This design comes from an exercise in tuning for small area and a short achievable clock period on the open sky130 flow, not from production work. Function was checked by simulation only, so behaviour that the tests miss may differ from the original. Power is estimated from default activity; no workload was simulated.

$ cat flow/design.v
module processor(clk,rst,start,data_in,data_out);
input clk;
input rst;
input start;
input [7:0]data_in;
output [7:0]data_out;
reg [7:0] mem [0:255];
reg [7:0] A;
reg [15:0] row;      
reg [15:0] col;      
reg state;           
reg c1, c2;          
reg [7:0] tq [0:3];  
reg [3:0] tqs;       
wire [7:0] temp = (tq[0] & {8{tqs[0]}}) | (tq[1] & {8{tqs[1]}}) |
                  (tq[2] & {8{tqs[2]}}) | (tq[3] & {8{tqs[3]}});
wire wr = rst & ~state & ~start & (c1 | c2);
reg [7:0] rd [0:3];
integer i, q;
always @* begin
    for (q = 0; q < 4; q = q + 1) begin
        rd[q] = 8'b0;
        for (i = 0; i < 64; i = i + 1)
            rd[q] = rd[q] | (mem[q*64+i] & {8{row[q*4+i/16] & col[i%16]}});
    end
end
integer j;
always @(posedge clk) begin
    for (j = 0; j < 256; j = j + 1)
        if (wr & row[j/16] & col[j%16]) mem[j] <= data_in;
    if (rst & state) begin
        for (q = 0; q < 4; q = q + 1) begin
            tq[q] <= rd[q];
            tqs[q] <= |row[q*4 +: 4];
        end
    end
end
always @(posedge clk) begin
    if (!rst) begin
        state <= 1'b0;
        A <= 8'b0;
        row <= 16'b1;
        col <= 16'b1;
        c1 <= 1'b0;
        c2 <= 1'b0;
    end else if (!state) begin
        if (start) begin
            state <= 1'b1;
        end else begin
            col <= {col[14:0], col[15]};
            if (col[15]) row <= {row[14:0], row[15]};
            c1 <= ~c1;
            c2 <= c1;
        end
    end else begin
        col <= {col[14:0], col[15]};
        if (col[15]) row <= {row[14:0], row[15]};
        if (c1) A <= temp;
        c1 <= ~c1 & ~c2;
        c2 <= c1;
    end
end
assign data_out = A;
endmodule
$ cat flow/run.sh
#!/bin/bash
# synth_recipe.tcl (not shown) runs the flow's synth.tcl, then flattens the netlist and writes it again
# the make line also repeats each setting of config.mk as NAME=value (left out here)
make -C /OpenROAD-flow-scripts/flow DESIGN_CONFIG=/design/flow/config.mk WORK_HOME=/design/flow/orfs CLKGATE_MAP_FILE= SYNTH_SCRIPT=/design/flow/synth_recipe.tcl finish
$ cat flow/config.mk
export PLATFORM = sky130hd
export DESIGN_NAME = processor
export DESIGN_NICKNAME = processor
export VERILOG_FILES = /design/flow/design.v
export SDC_FILE = /design/flow/constraint.sdc
export NUM_CORES = 4
export LEC_CHECK = 0
export ABC_CLOCK_PERIOD_IN_PS = 2000
export CAP_MARGIN = 20
export CORE_MARGIN = 2
export CORE_UTILIZATION = 40
export CTS_BUF_LIST = sky130_fd_sc_hd__clkbuf_16
export CTS_CLUSTER_DIAMETER = 60
export CTS_CLUSTER_SIZE = 30
export SETUP_SLACK_MARGIN = 2.7
export SLEW_MARGIN = 20
$ cat flow/constraint.sdc
create_clock -name core_clock -period 5.0 [get_ports {clk}]
set_input_delay 1.0000 -clock core_clock [delete_from_list [all_inputs] [get_ports {clk}]]
set_output_delay 1.0000 -clock core_clock [all_outputs]
set_load 0.01 [all_outputs]
==> impl_metrics.prom, run 1 <==
# TYPE chip_impl_metric gauge
chip_impl_info{name="outcome",value="timing/DRC/antenna clean"} 1
chip_impl_metric{name="synth_net_count",unit=""} 4503
chip_impl_metric{name="muxShareOfSynthArea",unit="%"} 0
chip_impl_metric{name="worst_clock_skew",unit="ns"} 0.0516
chip_impl_info{name="setup.worst_path.end_class",value="flop"} 1
chip_impl_metric{name="core.rowCount",unit=""} 163
chip_impl_metric{name="portBuffers",unit=""} 18
chip_impl_metric{name="io-pin-count",unit=""} 19
chip_impl_metric{name="setup_tns",unit="ns"} 0
chip_impl_metric{name="first_global_vias",unit=""} 43300
chip_impl_metric{name="finalWeightedCongestion",unit=""} 0.855
chip_impl_metric{name="yosys.area.top_type_share",unit="%"} 79.2
chip_impl_info{name="cts_tree",value="done"} 1
chip_impl_metric{name="drt.antenna.violating_nets",unit=""} 0
chip_impl_metric{name="clock-sinks",unit=""} 2127
chip_impl_metric{name="rr_worst_depth",unit=""} 6
chip_impl_metric{name="regToRegSetupSlack",unit="ns"} 2.47
chip_impl_metric{name="synth-adder-area-share",unit="%"} 0
chip_impl_metric{name="starting_density_of_the_core",unit="%"} 40.1
chip_impl_metric{name="synth_compound_area_share",unit="%"} 12.0
chip_impl_metric{name="placedCellCount",unit=""} 6860
chip_impl_info{name="hold_path_startpoint",value="c2"} 1
chip_impl_info{name="cts-root-buf",value="sky130_fd_sc_hd__clkbuf_16"} 1
chip_impl_metric{name="wl_per_cell",unit="microns"} 33.2
chip_impl_metric{name="critical_path_data_arrival_time",unit="ns"} 3.02
chip_impl_metric{name="syn_to_final_growth",unit="%"} 14.4
chip_impl_metric{name="die_width",unit="microns"} 448
chip_impl_metric{name="timing.max_slew.rel_slack",unit="%"} 33.4
chip_impl_metric{name="num_vias",unit=""} 46000
chip_impl_metric{name="period_share",unit="%"} 50.6
chip_impl_metric{name="finalSetupViolations",unit=""} 0
chip_impl_metric{name="post_synthesis_xor_xnor_area_fraction",unit="%"} 0
chip_impl_metric{name="hpwlAfterDp",unit="microns"} 127000
chip_impl_metric{name="core_area",unit="sq um"} 197000
chip_impl_info{name="crit_type",value="flop to flop"} 1
chip_impl_metric{name="fp.dieH",unit="microns"} 448
chip_impl_info{name="rsz0062_at_grt",value="yes"} 1
chip_impl_metric{name="first_pass_iters",unit=""} 12
chip_impl_info{name="main_combinational_cell_family_by_area_after_synthesis",value="compound AO/OA/AOI/OAI gates"} 1
chip_impl_metric{name="seq_area_frac_synth",unit="%"} 80.3
chip_impl_metric{name="worst_skew_pair.late_latency",unit="ns"} 0.83
chip_impl_metric{name="post-route-min-period",unit="ns"} 2.53
chip_impl_metric{name="cts-htree-levels",unit=""} 4
chip_impl_info{name="cp-endpoint",value="tq[0][1]"} 1
chip_impl_metric{name="final_hold_viol_count",unit=""} 0
chip_impl_info{name="synth_area_leaders",value="sky130_fd_sc_hd__edfxtp_1 (79%), sky130_fd_sc_hd__a22oi_1 (5.8%), sky130_fd_sc_hd__a22o_1 (2.2%)"} 1
chip_impl_metric{name="power.static_leakage",unit="nW"} 27.9
chip_impl_info{name="post_synth_most_frequent_cells",value="sky130_fd_sc_hd__edfxtp_1 (2084), sky130_fd_sc_hd__a22oi_1 (615), sky130_fd_sc_hd__and3_1 (252)"} 1
chip_impl_metric{name="drc",unit=""} 0
chip_impl_info{name="yosysMostFrequentCell",value="sky130_fd_sc_hd__edfxtp_1"} 1
chip_impl_info{name="synthFlopType",value="sky130_fd_sc_hd__edfxtp_1"} 1
chip_impl_metric{name="worst_ep_required",unit="ns"} 5.49
chip_impl_metric{name="final-instance-count-excl-fill",unit=""} 7257
chip_impl_metric{name="post_synth.cell_area_avg",unit="sq um"} 17.6
chip_impl_metric{name="grt_util_all_layers",unit="%"} 23.1
chip_impl_metric{name="layout.cell_area.non_filler",unit="sq um"} 90300
chip_impl_metric{name="placed_cell_area",unit="sq um"} 82200
chip_impl_metric{name="grt_start_max_net_pins",unit=""} 130
chip_impl_metric{name="clkTransAtPathRegs",unit="ns"} 0.08
chip_impl_metric{name="synth-seq-cells",unit=""} 2127
chip_impl_metric{name="globalRoute.totalOverflow",unit=""} 0
chip_impl_info{name="worstSetupStartpointType",value="flop"} 1
chip_impl_info{name="crit_startpoint",value="col[13]"} 1
chip_impl_metric{name="powerDensity",unit="nW/um^2"} 363
chip_impl_metric{name="yosys_warnings",unit=""} 4
chip_impl_metric{name="post_drt_via_cell_ratio",unit=""} 6.34
chip_impl_metric{name="cells_after_synthesis",unit=""} 4492
chip_impl_metric{name="violation_count_after_the_first_detailed_routing_iteration",unit=""} 8018
chip_impl_metric{name="achievable-frequency",unit="MHz"} 395
chip_impl_metric{name="clock_path_buffers",unit=""} 3
chip_impl_metric{name="design.die.area",unit="sq um"} 201000
chip_impl_info{name="yosys.area.top_type",value="sky130_fd_sc_hd__edfxtp_1"} 1
chip_impl_metric{name="ir_drop",unit="uV"} 373
chip_impl_metric{name="synth-simple-area-share",unit="%"} 5.42
chip_impl_metric{name="layout-drive-gt1-share",unit="%"} 19.5
chip_impl_metric{name="syn_std_cell_area",unit="sq um"} 79000
chip_impl_metric{name="first_pass_grt_wire_length",unit="microns"} 331000
chip_impl_metric{name="max_fanout_on_critical_path",unit=""} 54
chip_impl_metric{name="final_net_count",unit=""} 4516
chip_impl_metric{name="final-max-slew-violation-count",unit=""} 0
chip_impl_metric{name="routed_wirelength",unit="microns"} 241000
chip_impl_metric{name="cap_viol_max_count",unit=""} 0
chip_impl_metric{name="yosys.cell_types.count",unit=""} 46
chip_impl_metric{name="worst_max_slew_pin_slew",unit="ns"} 0.999
chip_impl_metric{name="ctsHoldBuffers",unit=""} 0
chip_impl_metric{name="synth_enable_flop_cells",unit=""} 2084
chip_impl_metric{name="grt_antenna_before_repair",unit=""} 10
chip_impl_metric{name="async_reset_ff_share",unit="%"} 0
chip_impl_info{name="reg2reg_from",value="col[13]"} 1
chip_impl_info{name="regToRegEndpoint",value="tq[0][1]"} 1
chip_impl_info{name="min-delay-path-class",value="flop to flop"} 1
chip_impl_metric{name="cts_made_buffers",unit=""} 133
critical path, stage by stage, from the launching register on:
cell and delay (ns):
sky130_fd_sc_hd__dfxtp_4 0.44, sky130_fd_sc_hd__buf_12 0.20, sky130_fd_sc_hd__a22o_1 0.26, sky130_fd_sc_hd__a221oi_2 0.25, sky130_fd_sc_hd__nand4_1 0.15, sky130_fd_sc_hd__a222oi_1 0.49
sky130_fd_sc_hd__nand3_1 0.32
layer usage:
metal / vias to the layer above / track usage [%] / routed length, microns
li1: 18800 / - / -
met1: 23900 / 33.2 / 95800
met2: 2892 / 35.3 / 110000
met3: 409 / 4.58 / 26200
met4: 12 / 7.82 / 8320
met5: - / 0 / 81
placed cells by master, fill, tap and decap left out, drive strengths merged, types with 44 or more instances in the layout:
cell type / count
a32oi: 44
a22oi: 615
nand4: 115
o21ai: 54
nand2: 149
inv: 55
a222oi: 96
buf: 252
edfxtp: 2084
nand3: 160
a22o: 202
and3: 252
clkbuf: 149
a221oi: 80
sequential cells by signal, indices dropped and copies added (netlist names):
register / cells
state: 1
c1: 1
col: 16
c2: 1
mem: 2048
A: 8
row: 16
tq: 32
tqs: 4
worst min-delay path by stage:
| stage | depth (start not counted) | end |
|---|---|---|
| after global routing | 2 | c2 |
| after global placement | 2 | c2 |
| after floorplan | 2 | c2 |
| after CTS | 2 | c2 |
| after detailed placement | 2 | c2 |
| final | 2 | c2 |
power breakdown:
part           internal, mW  total (mW)  switching (mW)
clock                  5.80        12.2            6.41
sequential             19.5        19.6          0.0362
combinational         0.220       0.960           0.740
repair_timing:
| item | in CTS | in global routing |
|---|---|---|
| endpoints found under the hold margin | 0 | 0 |
| gates resized for setup | 174 | 189 |
| setup endpoints to repair | 800 | 1210 |
| gates cloned | 4 | 10 |
| pin swaps | 58 | 94 |
| buffers inserted | 89 | 47 |
cell type report:
cell class	instances	area (sq um)
Inverter	10	48.8
Multi-Input combinational cell	1966	15000
Clock buffer	139	3480
Clock inverter	105	1210
Sequential cell	2127	63600
Timing Repair Buffer	267	3680
Fill cell	16400	106000
Antenna cell	3	7.51
Tap cell	2640	3300
stage by stage:
step	setup slack (ns)	power (mW)	util [%]	hold WS, ns
after floorplan	2.69	20.2	-	0.457
after global placement	1.76	20.8	41.8	0.485
after detailed placement	1.77	20.8	41.8	0.489
after CTS	2.60	32.8	45.2	0.504
after global routing	2.50	33.5	45.9	0.542
final	2.47	32.7	45.9	0.508
logic make-up after synthesis:
family / count (synthesis)
AOI/OAI and AO/OA: 1196
and+or+nand+nor: 770
buffers and inverters: 399
DFF: 2127
==> inputs of run 2 (changes only) <==
--- a/flow/config.mk
+++ b/flow/config.mk
@@ -10,3 +10,3 @@
 export CORE_MARGIN = 2
-export CORE_UTILIZATION = 40
+export CORE_UTILIZATION = 65
 export CTS_BUF_LIST = sky130_fd_sc_hd__clkbuf_16
@@ -14,2 +14,3 @@
 export CTS_CLUSTER_SIZE = 30
+export PLACE_DENSITY = 0.75
 export SETUP_SLACK_MARGIN = 2.7
==> run 2 against run 1 <==
Still clean on timing, DRC and antenna. Sequential cell count is the same. Synthesized area is the same. Synthesized cell count is the same. Global-route usage grew 12 points.
==> impl_metrics.prom, run 2 <==
# TYPE chip_impl_metric gauge
chip_impl_info{name="outcome",value="timing/DRC/antenna clean"} 1
chip_impl_metric{name="clock-sinks",unit=""} 2127
chip_impl_info{name="yosys.area.top_type",value="sky130_fd_sc_hd__edfxtp_1"} 1
chip_impl_metric{name="worst_max_slew_pin_slew",unit="ns"} 1.05
chip_impl_info{name="mostFrequentLayoutCell",value="sky130_fd_sc_hd__edfxtp_1"} 1
chip_impl_metric{name="period_share",unit="%"} 52.7
chip_impl_metric{name="finalHoldWorstSlack",unit="ns"} 0.470
chip_impl_metric{name="core_area",unit="sq um"} 120000
chip_impl_metric{name="violation_count_after_the_first_detailed_routing_iteration",unit=""} 9682
chip_impl_metric{name="design.die.area",unit="sq um"} 124000
chip_impl_metric{name="wl_met2",unit="microns"} 102000
chip_impl_metric{name="pwr-share-comb",unit="%"} 2.9
chip_impl_metric{name="final_hold_viol_count",unit=""} 0
chip_impl_info{name="setup.worst_path.end_class",value="flop"} 1
chip_impl_metric{name="syn_std_cell_area",unit="sq um"} 79000
chip_impl_metric{name="post_place_setup_slack",unit="ns"} 1.19
chip_impl_metric{name="grt_start_max_net_pins",unit=""} 114
chip_impl_metric{name="ir_drop",unit="uV"} 467
chip_impl_metric{name="switching_share",unit="%"} 21.8
chip_impl_metric{name="power.static_leakage",unit="nW"} 27.8
chip_impl_metric{name="wl_per_cell",unit="microns"} 36.3
chip_impl_metric{name="post_synth.cell_area_avg",unit="sq um"} 17.6
chip_impl_metric{name="worst_ep_required",unit="ns"} 5.45
chip_impl_metric{name="total_power",unit="mW"} 32.6
chip_impl_info{name="commonest_cells_after_routing_fill_and_taps_aside",value="sky130_fd_sc_hd__edfxtp_1 (2084), sky130_fd_sc_hd__a22oi_1 (584), sky130_fd_sc_hd__and3_2 (216)"} 1
chip_impl_metric{name="drt.antenna.violating_nets",unit=""} 0
chip_impl_metric{name="setup_slack",unit="ns"} 2.37
chip_impl_metric{name="achievable-frequency",unit="MHz"} 380
chip_impl_metric{name="critPathMaxStageDelay",unit="ns"} 0.60
chip_impl_metric{name="critical_path_data_arrival_time",unit="ns"} 3.08
chip_impl_info{name="top_layer",value="met5"} 1
chip_impl_info{name="rsz0062_at_grt",value="yes"} 1
chip_impl_metric{name="layout.cell_area.non_filler",unit="sq um"} 88600
chip_impl_metric{name="finalSetupViolations",unit=""} 0
chip_impl_metric{name="flip_flop_count_of_the_largest_register_all_copies_and_words_added",unit=""} 2048
chip_impl_metric{name="final_net_count",unit=""} 4471
chip_impl_metric{name="final-instance-count-excl-fill",unit=""} 6184
chip_impl_metric{name="num_vias",unit=""} 47000
chip_impl_info{name="synthFlopType",value="sky130_fd_sc_hd__edfxtp_1"} 1
chip_impl_metric{name="clkTransAtPathRegs",unit="ns"} 0.11
chip_impl_metric{name="syn_to_final_growth",unit="%"} 12.2
chip_impl_info{name="min-delay-path-class",value="flop to flop"} 1
chip_impl_metric{name="layout-drive-gt1-share",unit="%"} 19.1
chip_impl_info{name="top_register",value="mem"} 1
chip_impl_metric{name="post_drt_via_cell_ratio",unit=""} 7.60
chip_impl_info{name="yosysMostFrequentCell",value="sky130_fd_sc_hd__edfxtp_1"} 1
chip_impl_metric{name="power_frac_seq",unit="%"} 60.1
chip_impl_info{name="worstSetupStartpointType",value="flop"} 1
chip_impl_metric{name="timing.max_slew.rel_slack",unit="%"} 29.8
chip_impl_metric{name="die_width",unit="microns"} 353
chip_impl_metric{name="setup_tns",unit="ns"} 0
chip_impl_metric{name="seq_area_frac_synth",unit="%"} 80.3
chip_impl_metric{name="grt_antenna_before_repair",unit=""} 7
chip_impl_metric{name="async_reset_ff_share",unit="%"} 0
chip_impl_metric{name="final_util",unit="%"} 73.6
chip_impl_metric{name="io-pin-count",unit=""} 19
chip_impl_info{name="cts_tree",value="done"} 1
chip_impl_metric{name="switching_power",unit="mW"} 7.10
chip_impl_metric{name="yosys.cell_types.count",unit=""} 46
chip_impl_metric{name="nFillCells",unit=""} 6778
chip_impl_info{name="post_synth_most_frequent_cells",value="sky130_fd_sc_hd__edfxtp_1 (2084), sky130_fd_sc_hd__a22oi_1 (615), sky130_fd_sc_hd__and3_1 (252)"} 1
chip_impl_metric{name="grt_util_all_layers",unit="%"} 35.2
chip_impl_metric{name="cap_viol_max_count",unit=""} 0
chip_impl_metric{name="hpwlAfterDp",unit="microns"} 116000
chip_impl_metric{name="globalRoute.totalOverflow",unit=""} 0
chip_impl_metric{name="yosys.area.top_type_share",unit="%"} 79.2
chip_impl_metric{name="detail_route.wirelength.met1",unit="microns"} 78700
chip_impl_metric{name="max_fanout_on_critical_path",unit=""} 7
chip_impl_metric{name="first_pass_iters",unit=""} 9
chip_impl_metric{name="placedCellCount",unit=""} 5826
chip_impl_metric{name="clock_path_buffers",unit=""} 3
chip_impl_metric{name="cells_after_synthesis",unit=""} 4492
chip_impl_metric{name="finalWeightedCongestion",unit=""} 0.899
chip_impl_metric{name="cts-htree-levels",unit=""} 4
chip_impl_metric{name="first_pass_grt_wire_length",unit="microns"} 314000
chip_impl_metric{name="cp.buffers_inverters",unit=""} 1
chip_impl_metric{name="core.rowCount",unit=""} 127
chip_impl_info{name="biggestRegsByFlops",value="mem x2048, tq x32"} 1
chip_impl_metric{name="synth_enable_flop_cells",unit=""} 2084
chip_impl_info{name="timing.critical_path.slowest_stage_cell",value="sky130_fd_sc_hd__a222oi_1"} 1
chip_impl_metric{name="synth_net_count",unit=""} 4503
chip_impl_metric{name="portBuffers",unit=""} 18
chip_impl_info{name="cts-root-buf",value="sky130_fd_sc_hd__clkbuf_16"} 1
chip_impl_metric{name="ctsHoldBuffers",unit=""} 0
chip_impl_metric{name="worst_clock_skew",unit="ns"} 0.0702
chip_impl_metric{name="cts_made_buffers",unit=""} 131
chip_impl_metric{name="placed_cell_area",unit="sq um"} 80900
chip_impl_metric{name="final-max-slew-violation-count",unit=""} 0
chip_impl_metric{name="synth-seq-cells",unit=""} 2127
chip_impl_info{name="path_delay_family",value="compound AO/OA/AOI/OAI gates"} 1
chip_impl_metric{name="fp.dieH",unit="microns"} 353
chip_impl_metric{name="detailroute.wirelength.met3",unit="microns"} 33200
chip_impl_info{name="synth_area_leaders",value="sky130_fd_sc_hd__edfxtp_1 (79%), sky130_fd_sc_hd__a22oi_1 (5.8%), sky130_fd_sc_hd__a22o_1 (2.2%)"} 1
chip_impl_metric{name="yosys_warnings",unit=""} 4
chip_impl_metric{name="share_clk_of_total_power",unit="%"} 37.0
chip_impl_metric{name="first_global_vias",unit=""} 44000
chip_impl_metric{name="powerDensity",unit="nW/um^2"} 368
chip_impl_metric{name="routed_wirelength",unit="microns"} 225000
chip_impl_metric{name="internal-power",unit="mW"} 25.5
chip_impl_info{name="worstPathCellList",value="buf_12, a22o_1, a221oi_2, nand4_1, a222oi_1, nand3_1"} 1
chip_impl_metric{name="worst_skew_pair.late_latency",unit="ns"} 0.79
chip_impl_metric{name="post-route-min-period",unit="ns"} 2.63
chip_impl_metric{name="drc",unit=""} 0
chip_impl_info{name="crit_type",value="flop to flop"} 1
chip_impl_metric{name="starting_density_of_the_core",unit="%"} 65.6
[run 2: cell count changes in the layout (fill, tap and decap cells not counted), moves of 6 or more]
cell                       previous run  this run
sky130_fd_sc_hd__nor4_4               4        10
sky130_fd_sc_hd__inv_1               18         9
sky130_fd_sc_hd__buf_4              117        85
sky130_fd_sc_hd__buf_12              73        60
sky130_fd_sc_hd__buf_8               15         8
sky130_fd_sc_hd__inv_8               11        18
sky130_fd_sc_hd__and3_1              13        21
sky130_fd_sc_hd__and3_2             174       216
sky130_fd_sc_hd__clkbuf_8             1         8
sky130_fd_sc_hd__a221oi_1            36        29
sky130_fd_sc_hd__and3_4              65        15
sky130_fd_sc_hd__a221oi_4             4        10
[run 2: worst paths after layout]
check | slack [ns] | from | to | cells after the start
min reg2reg | 0.47 | row[9] | row[10] | 2
max | 2.37 | col[12] | tq[1][7] | 6
max reg2reg | 2.37 | col[12] | tq[1][7] | 6
min | 0.47 | row[9] | row[10] | 2
[run 2: kinds of logic after synthesis]
logic type	count (synthesis)	synth area share, %
flops	2127	80.3
compound gates	1196	12.0
buf+inv	399	2.20
simple gates	770	5.42
[run 2: what timing repair did]
item / in CTS / in global routing
pin swaps: 78 / 87
setup buffers: 78 / 20
resized for setup: 224 / 95
setup endpoints to repair: 2102 / 273
gates cloned: 9 / 6
[run 2: power groups by stage]
stage                     clock network, mW  registers [mW]  logic, mW
after floorplan                           0            20.0      0.255
after global routing                   12.6            19.6      0.973
after global placement                    0            20.0      0.764
final                                  12.0            19.6      0.959
after CTS                              12.0            19.6      0.892
after detailed placement                  0            20.0      0.769
[run 2: layout make-up]
class | count | area [sq um] | area share, %
Sequential cell | 2127 | 63500 | 71.8
Multi-Input combinational cell | 1967 | 15000 | 17.0
Clock buffer | 138 | 3450 | 3.90
Timing Repair Buffer | 223 | 3230 | 3.65
Tap cell | 1612 | 2020 | 2.28
Clock inverter | 100 | 1200 | 1.35
Inverter | 10 | 52.6 | 0.0593
Antenna cell | 7 | 17.5 | 0.0198
[run 2: worst register-to-register path, cell delays in order, from the launching register on]
cell and delay (ns):
sky130_fd_sc_hd__dfxtp_4 0.45, sky130_fd_sc_hd__buf_12 0.20, sky130_fd_sc_hd__a22o_1 0.23, sky130_fd_sc_hd__a221oi_2 0.24
sky130_fd_sc_hd__nand4_1 0.25, sky130_fd_sc_hd__a222oi_1 0.60, sky130_fd_sc_hd__nand3_1 0.34
[run 2: metal layers]
layer / GRT usage (%) / vias up
li1: - / 18700
met2: 52.8 / 4280
met5: 0 / -
met1: 50.5 / 23400
met3: 8.25 / 588
met4: 14.5 / 2
==> inputs of run 3 (changes only) <==
--- a/flow/config.mk
+++ b/flow/config.mk
@@ -10,7 +10,4 @@
 export CORE_MARGIN = 2
-export CORE_UTILIZATION = 65
-export CTS_BUF_LIST = sky130_fd_sc_hd__clkbuf_16
-export CTS_CLUSTER_DIAMETER = 60
-export CTS_CLUSTER_SIZE = 30
-export PLACE_DENSITY = 0.75
+export CORE_UTILIZATION = 40
+export CTS_BUF_LIST = sky130_fd_sc_hd__clkbuf_4 sky130_fd_sc_hd__clkbuf_8
 export SETUP_SLACK_MARGIN = 2.7
==> run 3 against run 2 <==
Clock-buffer cell count up 315. Via count up 0.77%. Clock power up 24%. Final cell count up 23%. Register-to-register slack better by 0.17 ns. Critical endpoint is now data_out[4]. Still clean. Sequential share of layout area down 2.8 points. Routed wire length up 9.9%. First-iteration DRC count down 14%. Hold slack worse by 0.018 ns. Fmax up 3.1%. Synthesized area unchanged. Clock skew up 0.016 ns.
==> impl_metrics.prom, run 3 <==
# TYPE chip_impl_metric gauge
chip_impl_metric{name="routed_wirelength",unit="microns"} 247000
chip_impl_info{name="timing.critical_path.slowest_stage_cell",value="sky130_fd_sc_hd__dfxtp_4"} 1
chip_impl_info{name="biggestRegsByFlops",value="mem x2048, tq x32"} 1
chip_impl_metric{name="async_reset_ff_share",unit="%"} 0
chip_impl_info{name="post_synth_most_frequent_cells",value="sky130_fd_sc_hd__edfxtp_1 (2084), sky130_fd_sc_hd__a22oi_1 (615), sky130_fd_sc_hd__and3_1 (252)"} 1
chip_impl_metric{name="hpwlAfterDp",unit="microns"} 127000
chip_impl_metric{name="synth-simple-area-share",unit="%"} 5.42
chip_impl_metric{name="cap_viol_max_count",unit=""} 0
chip_impl_info{name="commonest_cells_after_routing_fill_and_taps_aside",value="sky130_fd_sc_hd__edfxtp_1 (2084), sky130_fd_sc_hd__a22oi_1 (565), sky130_fd_sc_hd__clkbuf_8 (355)"} 1
chip_impl_metric{name="globalRoute.totalOverflow",unit=""} 0
chip_impl_info{name="reg2reg_from",value="col[13]"} 1
chip_impl_metric{name="yosys.cell_types.count",unit=""} 46
chip_impl_info{name="mostFrequentLayoutCell",value="sky130_fd_sc_hd__edfxtp_1"} 1
chip_impl_metric{name="worst_ep_required",unit="ns"} 4.00
chip_impl_metric{name="clock-sinks",unit=""} 2127
chip_impl_metric{name="final_util",unit="%"} 46.9
chip_impl_metric{name="core_area",unit="sq um"} 197000
chip_impl_metric{name="critPathMaxStageDelay",unit="ns"} 0.39
chip_impl_metric{name="violation_count_after_the_first_detailed_routing_iteration",unit=""} 8318
chip_impl_metric{name="achievable-frequency",unit="MHz"} 392
chip_impl_metric{name="fp.dieH",unit="microns"} 448
chip_impl_metric{name="ctsHoldBuffers",unit=""} 0
chip_impl_info{name="cts_tree",value="done"} 1
chip_impl_metric{name="final_net_count",unit=""} 4716
chip_impl_metric{name="setup_slack",unit="ns"} 2.45
chip_impl_info{name="path_delay_family",value="flip-flops"} 1
chip_impl_metric{name="finalWeightedCongestion",unit=""} 0.855
chip_impl_metric{name="synth-seq-cells",unit=""} 2127
chip_impl_info{name="hold_path_startpoint",value="data_in[7]"} 1
chip_impl_info{name="synthFlopType",value="sky130_fd_sc_hd__edfxtp_1"} 1
chip_impl_info{name="yosys.area.top_type",value="sky130_fd_sc_hd__edfxtp_1"} 1
chip_impl_metric{name="final-instance-count-excl-fill",unit=""} 7589
chip_impl_metric{name="synth_enable_flop_cells",unit=""} 2084
chip_impl_metric{name="worst_max_slew_pin_slew",unit="ns"} 1.04
chip_impl_metric{name="post_place_setup_slack",unit="ns"} 1.77
chip_impl_metric{name="cts-htree-levels",unit=""} 5
chip_impl_metric{name="die_width",unit="microns"} 448
chip_impl_metric{name="drt.antenna.violating_nets",unit=""} 0
chip_impl_info{name="worstSetupStartpointType",value="flop"} 1
chip_impl_info{name="min-delay-path-class",value="input port to flop"} 1
chip_impl_info{name="main_combinational_cell_family_by_area_after_synthesis",value="compound AO/OA/AOI/OAI gates"} 1
chip_impl_metric{name="final_hold_viol_count",unit=""} 0
chip_impl_metric{name="layout.cell_area.non_filler",unit="sq um"} 92200
chip_impl_metric{name="worst_skew_pair.late_latency",unit="ns"} 1.07
chip_impl_metric{name="clock_path_buffers",unit=""} 4
chip_impl_metric{name="finalHoldWorstSlack",unit="ns"} 0.451
chip_impl_metric{name="layout-drive-gt1-share",unit="%"} 24.2
chip_impl_metric{name="post_drt_via_cell_ratio",unit=""} 6.24
chip_impl_metric{name="wl_per_cell",unit="microns"} 32.6
chip_impl_metric{name="drc",unit=""} 0
chip_impl_metric{name="post_synth.cell_area_avg",unit="sq um"} 17.6
chip_impl_metric{name="yosys.area.top_type_share",unit="%"} 79.2
chip_impl_metric{name="setup_tns",unit="ns"} 0
chip_impl_metric{name="placed_cell_area",unit="sq um"} 82200
chip_impl_metric{name="synth_compound_area_share",unit="%"} 12.0
chip_impl_metric{name="post-route-min-period",unit="ns"} 2.55
chip_impl_metric{name="post_synthesis_xor_xnor_area_fraction",unit="%"} 0
chip_impl_metric{name="yosys_warnings",unit=""} 4
chip_impl_metric{name="cells_after_synthesis",unit=""} 4492
chip_impl_metric{name="syn_to_final_growth",unit="%"} 16.8
chip_impl_metric{name="flip_flop_count_of_the_largest_register_all_copies_and_words_added",unit=""} 2048
chip_impl_metric{name="placedCellCount",unit=""} 6860
chip_impl_metric{name="core.rowCount",unit=""} 163
chip_impl_metric{name="design.die.area",unit="sq um"} 201000
chip_impl_metric{name="starting_density_of_the_core",unit="%"} 40.1
chip_impl_metric{name="num_vias",unit=""} 47400
chip_impl_info{name="cts-root-buf",value="sky130_fd_sc_hd__clkbuf_8"} 1
chip_impl_metric{name="grt_util_all_layers",unit="%"} 24.0
chip_impl_metric{name="grt_antenna_before_repair",unit=""} 17
chip_impl_metric{name="clkTransAtPathRegs",unit="ns"} 0.07
chip_impl_metric{name="power.static_leakage",unit="nW"} 29.2
chip_impl_metric{name="critical_path_data_arrival_time",unit="ns"} 1.55
chip_impl_metric{name="syn_std_cell_area",unit="sq um"} 79000
chip_impl_info{name="crit_startpoint",value="A[4]"} 1
chip_impl_metric{name="cp.buffers_inverters",unit=""} 1
chip_impl_metric{name="cts_made_buffers",unit=""} 349
chip_impl_metric{name="total_power",unit="mW"} 35.4
chip_impl_metric{name="max_fanout_on_critical_path",unit=""} 2
chip_impl_metric{name="finalSetupViolations",unit=""} 0
chip_impl_metric{name="io-pin-count",unit=""} 19
chip_impl_info{name="yosysMostFrequentCell",value="sky130_fd_sc_hd__edfxtp_1"} 1
chip_impl_metric{name="final-max-slew-violation-count",unit=""} 0
chip_impl_metric{name="first_global_vias",unit=""} 45600
chip_impl_info{name="rsz0062_at_grt",value="yes"} 1
chip_impl_metric{name="ir_drop",unit="uV"} 286
chip_impl_metric{name="seq_area_frac_synth",unit="%"} 80.3
chip_impl_metric{name="grt_start_max_net_pins",unit=""} 130
chip_impl_info{name="synth_area_leaders",value="sky130_fd_sc_hd__edfxtp_1 (79%), sky130_fd_sc_hd__a22oi_1 (5.8%), sky130_fd_sc_hd__a22o_1 (2.2%)"} 1
chip_impl_metric{name="worst_clock_skew",unit="ns"} 0.0859
chip_impl_info{name="setup.worst_path.end_class",value="output pin"} 1
chip_impl_metric{name="powerDensity",unit="nW/um^2"} 384
chip_impl_info{name="worstPathCellList",value="buf_6"} 1
chip_impl_info{name="crit_type",value="flop to output pin"} 1
chip_impl_metric{name="synth_net_count",unit=""} 4503
chip_impl_info{name="top_register",value="mem"} 1
chip_impl_metric{name="period_share",unit="%"} 51.1
chip_impl_metric{name="first_pass_iters",unit=""} 6
chip_impl_metric{name="synth-adder-area-share",unit="%"} 0
chip_impl_info{name="outcome",value="timing/DRC/antenna clean"} 1
chip_impl_metric{name="portBuffers",unit=""} 18
chip_impl_metric{name="first_pass_grt_wire_length",unit="microns"} 344000
chip_impl_metric{name="timing.max_slew.rel_slack",unit="%"} 30.4
chip_impl_metric{name="muxShareOfSynthArea",unit="%"} 0
-- run 3: cell families (layout without fill, tap and decap cells) --
group	count (synthesis)	in the layout
AO/OA/AOI/OAI	1196	1196
buffers and inverters	399	851
other	0	5
AND/OR/NAND/NOR	770	770
flip-flops	2127	2127
-- run 3: power breakdown --
group	internal [mW]	switching, mW	total (mW)
logic	0.214	0.732	0.946
registers	19.6	0.0367	19.6
clock network	8.11	6.76	14.9
-- run 3: layout make-up --
| type | instances | area [sq um] |
|---|---|---|
| flip-flops and latches | 2127 | 63500 |
| repair buffers | 251 | 3700 |
| inverters | 10 | 45.0 |
| fillers | 16300 | 105000 |
| well taps | 2640 | 3300 |
| multi-input cells | 1966 | 15000 |
| diodes | 5 | 12.5 |
| clock inverters | 137 | 1020 |
| clock buffers | 453 | 5620 |
-- run 3: timing repair --
| item | 4_1_cts | 5_1_grt |
|---|---|---|
| pin swaps | 98 | 122 |
| setup buffers | 106 | 14 |
| cloned | 11 | 3 |
| resized for setup | 237 | 99 |
| endpoints found under the setup margin | 144 | 41 |
-- run 3: worst paths after layout --
check,end,slack (ns),depth (start not counted)
max reg2reg,tq[1][4],2.54,7
min,mem[197][7],0.45,1
min reg2reg,c2,0.50,2
max,data_out[4],2.45,1
-- run 3: per-layer routing --
layer | wire (microns) | part of all wire, % | global-route usage (%)
met1 | 96900 | 39 | 34.1
met3 | 29000 | 12 | 5.20
met4 | 9050 | 3.7 | 8.65
met5 | 51 | 0.021 | 0
met2 | 112000 | 45 | 36.4
==> inputs of run 4 (changes only) <==
--- a/flow/config.mk
+++ b/flow/config.mk
@@ -11,3 +11,5 @@
 export CORE_UTILIZATION = 40
-export CTS_BUF_LIST = sky130_fd_sc_hd__clkbuf_4 sky130_fd_sc_hd__clkbuf_8
+export CTS_BUF_LIST = sky130_fd_sc_hd__clkbuf_8 sky130_fd_sc_hd__clkbuf_16
+export CTS_CLUSTER_DIAMETER = 50
+export CTS_CLUSTER_SIZE = 20
 export SETUP_SLACK_MARGIN = 2.7
==> run 4 against run 3 <==
Still clean on timing, DRC and antenna. Register-to-register slack got worse by 0.07 ns. Fmax rose by 0.98%. First-iteration DRC count fell by 0.54%. Routed wire length fell by 0.50%. Combinational power rose by 5.3%. Core utilization fell by 0.43 points. Clock-buffer cell count fell by 283. Largest cell class unchanged. Largest power group unchanged. Highest routed layer unchanged.
==> impl_metrics.prom, run 4 <==
# TYPE chip_impl_metric gauge
chip_impl_info{name="outcome",value="timing/DRC/antenna clean"} 1
chip_impl_info{name="biggestRegsByFlops",value="mem x2048, tq x32"} 1
chip_impl_info{name="synth_area_leaders",value="sky130_fd_sc_hd__edfxtp_1 (79%), sky130_fd_sc_hd__a22oi_1 (5.8%), sky130_fd_sc_hd__a22o_1 (2.2%)"} 1
chip_impl_metric{name="nFillCells",unit=""} 16300
chip_impl_metric{name="design.die.area",unit="sq um"} 201000
chip_impl_info{name="crit_type",value="flop to flop"} 1
chip_impl_metric{name="layout.area.seq",unit="sq um"} 63600
chip_impl_metric{name="switching_share",unit="%"} 22.2
chip_impl_metric{name="globalRoute.totalOverflow",unit=""} 0
chip_impl_info{name="cts_tree",value="done"} 1
chip_impl_info{name="setup.worst_path.end_class",value="flop"} 1
chip_impl_metric{name="worst_max_slew_pin_slew",unit="ns"} 1.03
chip_impl_metric{name="starting_density_of_the_core",unit="%"} 40.1
chip_impl_info{name="reg2reg_from",value="col[6]"} 1
chip_impl_metric{name="routed_wirelength",unit="microns"} 246000
chip_impl_metric{name="critical_path_data_arrival_time",unit="ns"} 3.02
chip_impl_metric{name="worst_ep_required",unit="ns"} 5.49
chip_impl_metric{name="yosys.area.top_type_share",unit="%"} 79.2
chip_impl_info{name="path_delay_family",value="compound AO/OA/AOI/OAI gates"} 1
chip_impl_metric{name="final_hold_viol_count",unit=""} 0
chip_impl_metric{name="async_reset_ff_share",unit="%"} 0
chip_impl_info{name="top_register",value="mem"} 1
chip_impl_metric{name="synth_net_count",unit=""} 4503
chip_impl_metric{name="finalWeightedCongestion",unit=""} 0.855
chip_impl_info{name="post_synth_most_frequent_cells",value="sky130_fd_sc_hd__edfxtp_1 (2084), sky130_fd_sc_hd__a22oi_1 (615), sky130_fd_sc_hd__and3_1 (252)"} 1
chip_impl_metric{name="core.rowCount",unit=""} 163
chip_impl_info{name="regToRegEndpoint",value="tq[0][0]"} 1
chip_impl_info{name="timing.critical_path.slowest_stage_cell",value="sky130_fd_sc_hd__a222oi_1"} 1
chip_impl_metric{name="clock-sinks",unit=""} 2127
chip_impl_metric{name="yosys.cell_types.count",unit=""} 46
chip_impl_metric{name="cts_made_buffers",unit=""} 165
chip_impl_metric{name="cap_viol_max_count",unit=""} 0
chip_impl_metric{name="synth_compound_area_share",unit="%"} 12.0
chip_impl_metric{name="core_area",unit="sq um"} 197000
chip_impl_metric{name="final-instance-count-excl-fill",unit=""} 7318
chip_impl_metric{name="synth-seq-cells",unit=""} 2127
chip_impl_metric{name="placed_cell_area",unit="sq um"} 82200
chip_impl_metric{name="syn_std_cell_area",unit="sq um"} 79000
chip_impl_info{name="cts-root-buf",value="sky130_fd_sc_hd__clkbuf_16"} 1
chip_impl_metric{name="layout-drive-gt1-share",unit="%"} 20.7
chip_impl_metric{name="layout.cell_area.non_filler",unit="sq um"} 91400
chip_impl_metric{name="share_clk_of_total_power",unit="%"} 40.3
chip_impl_metric{name="violation_count_after_the_first_detailed_routing_iteration",unit=""} 8273
chip_impl_metric{name="synth-simple-area-share",unit="%"} 5.42
chip_impl_metric{name="timing.max_slew.rel_slack",unit="%"} 31.2
chip_impl_metric{name="max_fanout_on_critical_path",unit=""} 6
chip_impl_metric{name="worst_clock_skew",unit="ns"} 0.0592
chip_impl_metric{name="period_share",unit="%"} 50.6
chip_impl_info{name="worstPathCellList",value="buf_12, a222oi_1, nand3_1, a222oi_1, nand3_1"} 1
chip_impl_metric{name="multi_input_comb_area",unit="sq um"} 15000
chip_impl_metric{name="first_global_vias",unit=""} 43800
chip_impl_info{name="yosys.area.top_type",value="sky130_fd_sc_hd__edfxtp_1"} 1
chip_impl_info{name="min-delay-path-class",value="flop to flop"} 1
chip_impl_info{name="yosysMostFrequentCell",value="sky130_fd_sc_hd__edfxtp_1"} 1
chip_impl_metric{name="first_pass_iters",unit=""} 8
chip_impl_metric{name="flip_flop_count_of_the_largest_register_all_copies_and_words_added",unit=""} 2048
chip_impl_metric{name="synth-adder-area-share",unit="%"} 0
chip_impl_metric{name="powerDensity",unit="nW/um^2"} 377
chip_impl_metric{name="internal-power",unit="mW"} 26.8
chip_impl_metric{name="die_width",unit="microns"} 448
chip_impl_metric{name="grt_antenna_before_repair",unit=""} 11
chip_impl_metric{name="hpwlAfterDp",unit="microns"} 127000
chip_impl_info{name="worstSetupStartpointType",value="flop"} 1
chip_impl_metric{name="cp.buffers_inverters",unit=""} 1
chip_impl_metric{name="switching_power",unit="mW"} 7.65
chip_impl_metric{name="yosys_warnings",unit=""} 4
chip_impl_metric{name="cts-htree-levels",unit=""} 4
chip_impl_metric{name="setup_tns",unit="ns"} 0
chip_impl_metric{name="pwr-share-comb",unit="%"} 2.9
chip_impl_metric{name="worst_skew_pair.late_latency",unit="ns"} 0.84
chip_impl_metric{name="wl_per_cell",unit="microns"} 33.6
chip_impl_info{name="commonest_cells_after_routing_fill_and_taps_aside",value="sky130_fd_sc_hd__edfxtp_1 (2084), sky130_fd_sc_hd__a22oi_1 (578), sky130_fd_sc_hd__a22o_1 (200)"} 1
chip_impl_metric{name="seq_area_frac_synth",unit="%"} 80.3
chip_impl_metric{name="drc",unit=""} 0
chip_impl_info{name="mostFrequentLayoutCell",value="sky130_fd_sc_hd__edfxtp_1"} 1
chip_impl_metric{name="fp.dieH",unit="microns"} 448
chip_impl_metric{name="first_pass_grt_wire_length",unit="microns"} 333000
chip_impl_metric{name="grt_start_max_net_pins",unit=""} 130
chip_impl_metric{name="num_vias",unit=""} 46400
chip_impl_metric{name="final_net_count",unit=""} 4550
chip_impl_metric{name="post_drt_via_cell_ratio",unit=""} 6.35
chip_impl_metric{name="muxShareOfSynthArea",unit="%"} 0
chip_impl_metric{name="ir_drop",unit="uV"} 387
chip_impl_metric{name="critPathMaxStageDelay",unit="ns"} 0.62
chip_impl_metric{name="post_synthesis_xor_xnor_area_fraction",unit="%"} 0
chip_impl_metric{name="portBuffers",unit=""} 18
chip_impl_metric{name="placedCellCount",unit=""} 6860
chip_impl_metric{name="post_synth.cell_area_avg",unit="sq um"} 17.6
chip_impl_metric{name="rr_worst_depth",unit=""} 5
chip_impl_metric{name="cells_after_synthesis",unit=""} 4492
chip_impl_metric{name="drt.antenna.violating_nets",unit=""} 0
chip_impl_metric{name="clock_path_buffers",unit=""} 3
chip_impl_metric{name="grt_util_all_layers",unit="%"} 23.2
chip_impl_metric{name="finalSetupViolations",unit=""} 0
chip_impl_metric{name="syn_to_final_growth",unit="%"} 15.7
chip_impl_info{name="synthFlopType",value="sky130_fd_sc_hd__edfxtp_1"} 1
chip_impl_metric{name="hold_path_depth",unit=""} 2
chip_impl_metric{name="power_frac_seq",unit="%"} 56.8
chip_impl_metric{name="io-pin-count",unit=""} 19
chip_impl_metric{name="achievable-frequency",unit="MHz"} 396
chip_impl_info{name="hold_end",value="c2"} 1
chip_impl_metric{name="final-max-slew-violation-count",unit=""} 0
chip_impl_metric{name="regToRegSetupSlack",unit="ns"} 2.47
chip_impl_metric{name="synth_enable_flop_cells",unit=""} 2084
chip_impl_metric{name="post-route-min-period",unit="ns"} 2.53
chip_impl_metric{name="power.static_leakage",unit="nW"} 28.4
chip_impl_info{name="hold_path_startpoint",value="c2"} 1
chip_impl_metric{name="ctsHoldBuffers",unit=""} 0
chip_impl_info{name="main_combinational_cell_family_by_area_after_synthesis",value="compound AO/OA/AOI/OAI gates"} 1
chip_impl_info{name="rsz0062_at_grt",value="yes"} 1
chip_impl_metric{name="clkTransAtPathRegs",unit="ns"} 0.07
==> run 4: changes by cell type in the layout (fill, tap and decap cells not counted), sizes merged <==
cell      previous run  this run
diode                5         4
clkinv             114        47
clkbuf             457       185
buf                239       250
clkinvlp             8        17
bufinv              16        11
bufbuf               6         2
inv                  9        67
==> run 4: cell families after synthesis <==
| kind of cell | count (synthesis) |
|---|---|
| flops | 2127 |
| buf+inv | 399 |
| simple gates | 770 |
| compound gates | 1196 |
==> run 4: worst max path at each step <==
stage	end	depth (start not counted)	slack, ns	startpoint
6_report	tq[0][0]	5	2.47	col[6]
2_1_floorplan	mem[26][0]	5	2.69	rst
5_1_grt	tq[2][5]	6	2.47	col[4]
3_3_place_gp	mem[176][1]	5	1.76	start
3_5_place_dp	mem[155][7]	5	1.77	start
4_1_cts	tq[0][1]	5	2.60	col[6]
==> run 4: metal layers <==
metal / global-route usage, % / vias up / share of wire, %
li1: - / 18900 / -
met4: 7.69 / 2 / 3.4
met3: 4.65 / 405 / 11
met1: 33.2 / 24100 / 39
met5: 0 / - / 0.0045
met2: 35.4 / 3039 / 46
==> run 4: power by group through the flow <==
| stage | Sequential, mW | Combinational [mW] | Clock, mW |
|---|---|---|---|
| floorplan | 20.0 | 0.255 | 0 |
| global placement | 20.0 | 0.818 | 0 |
| detailed placement | 20.0 | 0.817 | 0 |
| CTS | 19.6 | 0.925 | 14.0 |
| global route | 19.6 | 1.02 | 14.7 |
| finish | 19.6 | 0.996 | 13.9 |
==> run 4: worst min-delay path: stages (launching register included) <==
cell                       delay (ns)
sky130_fd_sc_hd__dfxtp_1         0.34
sky130_fd_sc_hd__nand2_1         0.06
sky130_fd_sc_hd__a21boi_0        0.06
==> run 4: layout make-up <==
class	instances	area share (%)
clock buffers	170	4.62
clock inverters	132	1.61
flip-flops and latches	2127	69.6
repair buffers	269	4.09
inverters	10	0.0493
well taps	2640	3.62
multi-input cells	1966	16.4
diodes	4	0.0110
==> run 4: per-stage QoR <==
step	hold slack, ns	setup WS (ns)	total power, mW	utilization, %
3_5_place_dp	0.489	1.77	20.8	41.8
6_report	0.505	2.47	34.5	46.4
2_1_floorplan	0.457	2.69	20.2	-
5_1_grt	0.540	2.47	35.3	46.4
4_1_cts	0.502	2.60	34.5	45.6
3_3_place_gp	0.485	1.76	20.8	41.8
==> run 4: timing repair <==
item	CTS	global route
pin swaps	54	117
cloned	3	17
buffers inserted	86	46
resized for setup	173	189
endpoints found under the setup margin	785	1109
==> inputs of run 5 (changes only) <==
--- a/flow/design.v
+++ b/flow/design.v
@@ -12,14 +12,19 @@
 reg c1, c2;          
-reg [7:0] tq [0:3];  
-reg [3:0] tqs;       
-wire [7:0] temp = (tq[0] & {8{tqs[0]}}) | (tq[1] & {8{tqs[1]}}) |
-                  (tq[2] & {8{tqs[2]}}) | (tq[3] & {8{tqs[3]}});
+reg [7:0] tq [0:7];  
+reg [7:0] tqs;       
+reg [7:0] temp;
+integer k;
+always @* begin
+    temp = 8'b0;
+    for (k = 0; k < 8; k = k + 1)
+        temp = temp | (tq[k] & {8{tqs[k]}});
+end
 wire wr = rst & ~state & ~start & (c1 | c2);
-reg [7:0] rd [0:3];
+reg [7:0] rd [0:7];
 integer i, q;
 always @* begin
-    for (q = 0; q < 4; q = q + 1) begin
+    for (q = 0; q < 8; q = q + 1) begin
         rd[q] = 8'b0;
-        for (i = 0; i < 64; i = i + 1)
-            rd[q] = rd[q] | (mem[q*64+i] & {8{row[q*4+i/16] & col[i%16]}});
+        for (i = 0; i < 32; i = i + 1)
+            rd[q] = rd[q] | (mem[q*32+i] & {8{row[q*2+i/16] & col[i%16]}});
     end
@@ -31,5 +36,5 @@
     if (rst & state) begin
-        for (q = 0; q < 4; q = q + 1) begin
+        for (q = 0; q < 8; q = q + 1) begin
             tq[q] <= rd[q];
-            tqs[q] <= |row[q*4 +: 4];
+            tqs[q] <= |row[q*2 +: 2];
         end
==> flow/config.mk (replaced) <==
export PLATFORM = sky130hd
export DESIGN_NAME = processor
export DESIGN_NICKNAME = processor
export VERILOG_FILES = /design/flow/design.v
export SDC_FILE = /design/flow/constraint.sdc
export NUM_CORES = 4
export LEC_CHECK = 0
export ABC_CLOCK_PERIOD_IN_PS = 1500
export CAP_MARGIN = 20
export CORE_MARGIN = 2
export CORE_UTILIZATION = 40
export CTS_BUF_LIST = sky130_fd_sc_hd__clkbuf_16
export CTS_CLUSTER_DIAMETER = 60
export CTS_CLUSTER_SIZE = 30
export SETUP_SLACK_MARGIN = 3.2
export SLEW_MARGIN = 20
==> run 5 against run 4 <==
Still clean on timing, DRC and antenna. Via count decreased by 1.5%. Global-route usage up 1.4 points. Combinational power rose by about 40%. Power is 2.2% lower. Synthesized cell count is 7.5% lower. Core utilization grew 2.6 points. Synthesized area up 0.30%. Final area is 5.8% higher. Register-to-register slack better by 0.31 ns. Sequential power about the same. Critical endpoint is now data_out[7]. Largest power group unchanged.
==> impl_metrics.prom, run 5 <==
# TYPE chip_impl_metric gauge
chip_impl_metric{name="cells_after_synthesis",unit=""} 4154
chip_impl_metric{name="clkTransAtPathRegs",unit="ns"} 0.09
chip_impl_metric{name="core_area",unit="sq um"} 197000
chip_impl_metric{name="cts-htree-levels",unit=""} 4
chip_impl_metric{name="ir_drop",unit="uV"} 391
chip_impl_metric{name="core.rowCount",unit=""} 163
chip_impl_metric{name="final-max-slew-violation-count",unit=""} 0
chip_impl_metric{name="nFillCells",unit=""} 15600
chip_impl_metric{name="achievable-frequency",unit="MHz"} 434
chip_impl_metric{name="period_share",unit="%"} 46.1
chip_impl_metric{name="final_net_count",unit=""} 4306
chip_impl_metric{name="rr_worst_depth",unit=""} 7
chip_impl_info{name="reg2reg_from",value="col[2]"} 1
chip_impl_info{name="rsz0062_at_grt",value="yes"} 1
chip_impl_metric{name="regToRegSetupSlack",unit="ns"} 2.78
chip_impl_metric{name="seq_area_frac_synth",unit="%"} 81.5
chip_impl_metric{name="timing.max_slew.rel_slack",unit="%"} 29.9
chip_impl_info{name="yosysMostFrequentCell",value="sky130_fd_sc_hd__edfxtp_1"} 1
chip_impl_metric{name="cts_made_buffers",unit=""} 136
chip_impl_metric{name="placed_cell_area",unit="sq um"} 83500
chip_impl_metric{name="grt_util_all_layers",unit="%"} 24.6
chip_impl_metric{name="layout-drive-gt1-share",unit="%"} 29.4
chip_impl_metric{name="layout.cell_area.non_filler",unit="sq um"} 96600
chip_impl_metric{name="synth_net_count",unit=""} 4165
chip_impl_info{name="commonest_cells_after_routing_fill_and_taps_aside",value="sky130_fd_sc_hd__edfxtp_1 (2120), sky130_fd_sc_hd__a22o_1 (548), sky130_fd_sc_hd__a221oi_2 (324)"} 1
chip_impl_metric{name="grt_antenna_before_repair",unit=""} 11
chip_impl_metric{name="cp.buffers_inverters",unit=""} 1
chip_impl_metric{name="worst_max_slew_pin_slew",unit="ns"} 1.05
chip_impl_metric{name="setup_tns",unit="ns"} 0
chip_impl_metric{name="setup_slack",unit="ns"} 2.69
chip_impl_metric{name="multi_input_comb_area",unit="sq um"} 17200
chip_impl_metric{name="synth_enable_flop_cells",unit=""} 2120
chip_impl_info{name="regToRegEndpoint",value="tq[6][6]"} 1
chip_impl_metric{name="hpwlAfterDp",unit="microns"} 112000
chip_impl_info{name="top_register",value="mem"} 1
chip_impl_info{name="path_delay_family",value="flip-flops"} 1
chip_impl_metric{name="critPathMaxStageDelay",unit="ns"} 0.38
chip_impl_metric{name="synth-seq-cells",unit=""} 2163
chip_impl_metric{name="starting_density_of_the_core",unit="%"} 40.2
chip_impl_info{name="mostFrequentLayoutCell",value="sky130_fd_sc_hd__edfxtp_1"} 1
chip_impl_metric{name="post_drt_via_cell_ratio",unit=""} 6.48
chip_impl_metric{name="max_fanout_on_critical_path",unit=""} 2
chip_impl_metric{name="worst_skew_pair.late_latency",unit="ns"} 0.82
chip_impl_metric{name="hold_path_depth",unit=""} 2
chip_impl_metric{name="syn_std_cell_area",unit="sq um"} 79200
chip_impl_metric{name="fp.dieH",unit="microns"} 449
chip_impl_metric{name="async_reset_ff_share",unit="%"} 0
chip_impl_metric{name="flip_flop_count_of_the_largest_register_all_copies_and_words_added",unit=""} 2048
chip_impl_info{name="crit_type",value="flop to output pin"} 1
chip_impl_metric{name="drc",unit=""} 0
chip_impl_metric{name="routed_wirelength",unit="microns"} 262000
chip_impl_metric{name="clock-sinks",unit=""} 2163
chip_impl_metric{name="cp_num_cells",unit=""} 1
chip_impl_metric{name="post-route-min-period",unit="ns"} 2.31
chip_impl_metric{name="wl_per_cell",unit="microns"} 37.1
chip_impl_info{name="hold_path_startpoint",value="row[10]"} 1
chip_impl_metric{name="yosys.area.top_type_share",unit="%"} 80.4
chip_impl_metric{name="layout.area.seq",unit="sq um"} 64600
chip_impl_metric{name="first_pass_grt_wire_length",unit="microns"} 350000
chip_impl_info{name="cts_tree",value="done"} 1
chip_impl_info{name="timing.critical_path.slowest_stage_cell",value="sky130_fd_sc_hd__dfxtp_4"} 1
chip_impl_metric{name="post_synth.cell_area_avg",unit="sq um"} 19.1
chip_impl_info{name="outcome",value="timing/DRC/antenna clean"} 1
chip_impl_metric{name="yosys.cell_types.count",unit=""} 26
chip_impl_info{name="worstSetupStartpointType",value="flop"} 1
chip_impl_info{name="post_synth_most_frequent_cells",value="sky130_fd_sc_hd__edfxtp_1 (2120), sky130_fd_sc_hd__a22o_1 (592), sky130_fd_sc_hd__a221oi_1 (490)"} 1
chip_impl_metric{name="num_vias",unit=""} 45700
chip_impl_metric{name="total_power",unit="mW"} 33.7
chip_impl_metric{name="yosys_warnings",unit=""} 4
chip_impl_metric{name="power.static_leakage",unit="nW"} 30.2
chip_impl_metric{name="first_global_vias",unit=""} 43600
chip_impl_metric{name="clock_path_buffers",unit=""} 3
chip_impl_metric{name="post_place_setup_slack",unit="ns"} 1.48
chip_impl_metric{name="worst_clock_skew",unit="ns"} 0.0501
chip_impl_info{name="min-delay-path-class",value="flop to flop"} 1
chip_impl_info{name="biggestRegsByFlops",value="mem x2048, tq x64"} 1
chip_impl_metric{name="finalSetupViolations",unit=""} 0
chip_impl_info{name="hold_end",value="row[11]"} 1
chip_impl_metric{name="portBuffers",unit=""} 18
chip_impl_info{name="setup.worst_path.end_class",value="output pin"} 1
chip_impl_metric{name="die_width",unit="microns"} 449
chip_impl_metric{name="design.die.area",unit="sq um"} 202000
chip_impl_metric{name="ctsHoldBuffers",unit=""} 0
chip_impl_info{name="synthFlopType",value="sky130_fd_sc_hd__edfxtp_1"} 1
chip_impl_metric{name="powerDensity",unit="nW/um^2"} 349
chip_impl_metric{name="worst_ep_required",unit="ns"} 4.00
chip_impl_info{name="cts-root-buf",value="sky130_fd_sc_hd__clkbuf_16"} 1
chip_impl_info{name="synth_area_leaders",value="sky130_fd_sc_hd__edfxtp_1 (80%), sky130_fd_sc_hd__a22o_1 (6.5%), sky130_fd_sc_hd__a221oi_1 (5.4%)"} 1
chip_impl_metric{name="first_pass_iters",unit=""} 6
chip_impl_metric{name="critical_path_data_arrival_time",unit="ns"} 1.31
chip_impl_metric{name="drt.antenna.violating_nets",unit=""} 0
chip_impl_metric{name="cap_viol_max_count",unit=""} 0
chip_impl_metric{name="final_hold_viol_count",unit=""} 0
chip_impl_metric{name="syn_to_final_growth",unit="%"} 22.0
chip_impl_metric{name="globalRoute.totalOverflow",unit=""} 0
chip_impl_metric{name="finalHoldWorstSlack",unit="ns"} 0.487
chip_impl_metric{name="violation_count_after_the_first_detailed_routing_iteration",unit=""} 6976
chip_impl_info{name="worstPathCellList",value="buf_6"} 1
chip_impl_info{name="yosys.area.top_type",value="sky130_fd_sc_hd__edfxtp_1"} 1
chip_impl_metric{name="io-pin-count",unit=""} 19
chip_impl_metric{name="finalWeightedCongestion",unit=""} 0.834
chip_impl_metric{name="grt_start_max_net_pins",unit=""} 105
run 5: cell count changes after synthesis, sizes merged, moves of 17 or more:
cell	before	now
a22oi	615	0
a221oi	80	528
a22o	202	592
nand3	160	2
a222oi	96	0
nand2	149	66
o21ai	54	8
a32oi	44	0
and2	43	3
edfxtp	2084	2120
buf	160	133
a21oi	18	0
and4	17	0
run 5: stage by stage:
stage	utilization (%)	cells
after floorplan	-	4154
after global placement	42.4	6531
after detailed placement	42.4	6531
after CTS	48.2	6990
after global routing	49.0	7047
final	49.0	7054
run 5: area by class of cell:
type	count	share of cell area, %
Antenna cell	7	0.0181
Clock inverter	109	1.27
Sequential cell	2163	66.9
Tap cell	2640	3.42
Timing Repair Buffer	356	6.96
Clock buffer	141	3.65
Multi-Input combinational cell	1638	17.8
run 5: layer usage:
metal,GRT usage [%],wire [microns],up-vias
li1,-,-,18300
met1,33.4,100000,24000
met2,38.0,120000,2917
met3,5.37,27900,554
met4,10.9,13200,4
met5,0,19,-
run 5: worst register-to-register path, delay by kind of cell, from the launching register on:
family	cells	cell delay, ns
AND/OR/NAND/NOR	1	0.29
flip-flops	1	0.44
buffers and inverters	3	0.44
AO/OA/AOI/OAI	3	0.79
run 5: how the worst max path moves through the flow:
stage | from | endpoint | slack (ns)
detailed placement | rst | mem[193][1] | 1.48
floorplan | rst | tq[0][0] | 2.77
global placement | rst | mem[221][0] | 1.52
finish | A[7] | data_out[7] | 2.69
global route | A[1] | data_out[1] | 2.67
CTS | A[4] | data_out[4] | 2.65
run 5: logic make-up (layout without fill, tap and decap cells):
group,count (synthesis),in the layout,synth area share [%]
flip-flops,2163,2163,81.5
AO/OA/AOI/OAI,1169,1170,13.1
AND/OR/NAND/NOR,468,468,3.48
buffers and inverters,354,606,1.94
other,0,7,0
run 5: power by group:
part	switching (mW)	total [mW]	internal (mW)
logic	0.931	1.39	0.460
clock network	6.69	12.4	5.71
registers	0.0471	19.9	19.9
run 5: timing repair:
action	CTS	global route
gates resized for setup	564	102
endpoints found under the setup margin	2212	1184
buffers inserted	137	25
cloned	72	32
pin swaps	181	119

port drivers added, routing unchanged:
In the flow no input, the clock included, has a driving cell. The finished layouts below were timed again as built, in two steps. Step 1, drivers: a clkbuf_16 drives clk and a buf_2 each remaining input, both assumed. Step 2 moves the port delays by t, midway between the first and last clock arrival at a register: inputs arrive t later, outputs are due t later. That takes back most of the time a late clock gives input paths. Three values: ideal, step 1, step 2; two values: the first two.
run	shift t [ns]	slack for setup (ns)	hold WS [ns]
run 1	0.895	2.470 / 2.470 / 1.826	0.508 / 0.508 / 0.508
run 2	0.830	2.366 / 2.366 / 1.970	0.470 / 0.470 / 0.470
run 3	1.101	2.447 / 2.365 / 1.670	0.451 / 0.407 / 0.502
run 4	0.904	2.472 / 2.472 / 1.825	0.505 / 0.505 / 0.505
run 5	0.879	2.693 / 2.608 / 2.267	0.487 / 0.487 / 0.487
After both steps every run listed still meets setup and hold. For run 3, which loses most, drivers alone change the setup slack by -0.082 ns; drivers and shift together by -0.777 ns.
